Source: an optimization exercise on an open RTL-to-GDS flow (aim: small area and a short achievable clock period). Production flows keep margins and buffers that such runs may drop. At most, simulation tests tie the RTL to the original design; equivalence was not proved. Power figures rest on the tool's default switching activity, not on a simulated workload.

run B:
// CPU
module CPU(reset, clk, imem_addr, imem_data, mem_addr, mem_wdata, mem_rdata, mem_read, mem_write);
Size: about 5000 cells after synthesis, roughly 67000 um^2 of cells after synthesis.
==> module rf_dec, before the edit <==
module rf_dec(n, valid, sel);
input [4:0] n;
input [31:1] valid;
output [30:0] sel;
wire [4:0] nn;
wire [7:0] hin;
wire [3:0] lon;
wire [31:1] vn;
genvar k;
generate
    for (k = 0; k < 5; k = k + 1) begin : iv
        cx_inv u (.a(n[k]), .y(nn[k]));
    end
    for (k = 0; k < 8; k = k + 1) begin : h
        cx_nand3 u (.a(k & 4 ? n[4] : nn[4]), .b(k & 2 ? n[3] : nn[3]), .c(k & 1 ? n[2] : nn[2]), .y(hin[k]));
    end
    for (k = 0; k < 4; k = k + 1) begin : l
        cx_nand2 u (.a(k & 2 ? n[1] : nn[1]), .b(k & 1 ? n[0] : nn[0]), .y(lon[k]));
    end
    for (k = 1; k < 32; k = k + 1) begin : s
        cx_inv v (.a(valid[k]), .y(vn[k]));
        cx_nor3 u (.a(vn[k]), .b(hin[k/4]), .c(lon[k%4]), .y(sel[k-1]));
    end
endgenerate
endmodule
Settings: LEC_CHECK=0, CAP_MARGIN=20, CORE_MARGIN=2, CORE_UTILIZATION=40, SLEW_MARGIN=20, SYNTH_HIERARCHICAL=1; clock period 10.0 ns.
standard.sh (not shown) runs the stock make flow with config.mk's settings and CLKGATE_MAP_FILE= SYNTH_SCRIPT=/design/flow/synth_recipe.tcl, a recipe that flattens the netlist after the stock synthesis.
==> flow/flow/run.sh <==
#!/bin/bash
# Layout: the standard ORFS flow (standard.sh), with
#  - timing repair aimed below the clock period (repair_timing runs until the setup
#    slack reaches SETUP_SLACK_MARGIN),
#  - plain buffers on the ports instead of the delay cells buffer_ports picks,
#  - clock tree synthesis without dummy loads, with larger leaf clusters and only the
#    largest clock buffer, which needs fewer buffers in all.
# ORFS writes each step's full log under orfs/logs; make's own output goes to flow.log.
set -euo pipefail
bash standard.sh \
    SETUP_SLACK_MARGIN=6.5 \
    "BUFFER_PORTS_ARGS=-buffer_cell sky130_fd_sc_hd__buf_2" \
    "CTS_ARGS=-sink_clustering_enable -repair_clock_nets -dont_use_dummy_load -buf_list sky130_fd_sc_hd__clkbuf_16 -sink_clustering_size 20 -sink_clustering_max_diameter 100" \
    finish > flow.log 2>&1
Run B: flow completed, timing, DRC and antenna clean
Changes in run Z relative to run B:
diff --git a/flow/design.v b/flow/design.v
--- a/flow/design.v
+++ b/flow/design.v
@@ -1340,25 +1340,23 @@
 input [4:0] n;
 input [31:1] valid;
 output [30:0] sel;
 wire [4:0] nn;
-wire [7:0] hin;
-wire [3:0] lon;
-wire [31:1] vn;
+wire [7:0] hi;
+wire [3:0] lo;
 genvar k;
 generate
     for (k = 0; k < 5; k = k + 1) begin : iv
         cx_inv u (.a(n[k]), .y(nn[k]));
     end
     for (k = 0; k < 8; k = k + 1) begin : h
-        cx_nand3 u (.a(k & 4 ? n[4] : nn[4]), .b(k & 2 ? n[3] : nn[3]), .c(k & 1 ? n[2] : nn[2]), .y(hin[k]));
+        cx_nor3 u (.a(k & 4 ? nn[4] : n[4]), .b(k & 2 ? nn[3] : n[3]), .c(k & 1 ? nn[2] : n[2]), .y(hi[k]));
     end
     for (k = 0; k < 4; k = k + 1) begin : l
-        cx_nand2 u (.a(k & 2 ? n[1] : nn[1]), .b(k & 1 ? n[0] : nn[0]), .y(lon[k]));
+        cx_nor2 u (.a(k & 2 ? nn[1] : n[1]), .b(k & 1 ? nn[0] : n[0]), .y(lo[k]));
     end
     for (k = 1; k < 32; k = k + 1) begin : s
-        cx_inv v (.a(valid[k]), .y(vn[k]));
-        cx_nor3 u (.a(vn[k]), .b(hin[k/4]), .c(lon[k%4]), .y(sel[k-1]));
+        cx_and3 u (.a(valid[k]), .b(hi[k/4]), .c(lo[k%4]), .y(sel[k-1]));
     end
 endgenerate
 endmodule
 module cpu_adder32(a, b, cin, y);
==> comparison <==
Run Z — transition at the pin with the smallest max-transition slack 30 ps lower, run B as reference. Number of setup buffers added after CTS for run Z: 9 down relative to run B. Going from run B to run Z, wire length saw an increase, met1 track demand over resource saw an increase, switching share of power saw a decrease, leakage component of the power saw a decrease. Slack of the critical path: run Z better than run B. As of run Z, final design area excluding fillers had fallen slightly compared to run B. Run Z vs. run B: synthesis-to-finish area growth went down by 0.73 points. Run Z vs run B, launch point of the worst path: imem_data[20] vs imem_data[21].
Only the layout flow was run in run B; the RTL was not checked for function there.

## static timing again, ports no longer ideal
Ports are ideal in the flow. The routed layouts listed here were re-timed in OpenROAD. Step 1: set_driving_cell puts a clkbuf_16 on clk and a buf_2 on each other input, an assumption about the parent block. Step 2 times the ports against the registers' clock, not the clock port: input delays grow and output delays shrink by t, the midpoint of the rising clock arrivals with the driver on. Slacks: ideal ports / drivers / drivers and shift; pairs: ideal ports / drivers.
| run | shift t [ns] | setup slack, ns | worst setup path at the end |
|---|---|---|---|
| run B | 0.775 | 6.388 / 6.325 / 5.549 | input to register |
| run Z | 0.786 | 6.477 / 6.395 / 5.608 | input to register |
After both steps every run listed still meets setup and hold. The setup slack of run Z, which loses most, moves by -0.082 ns with the drivers and by -0.869 ns with both steps.
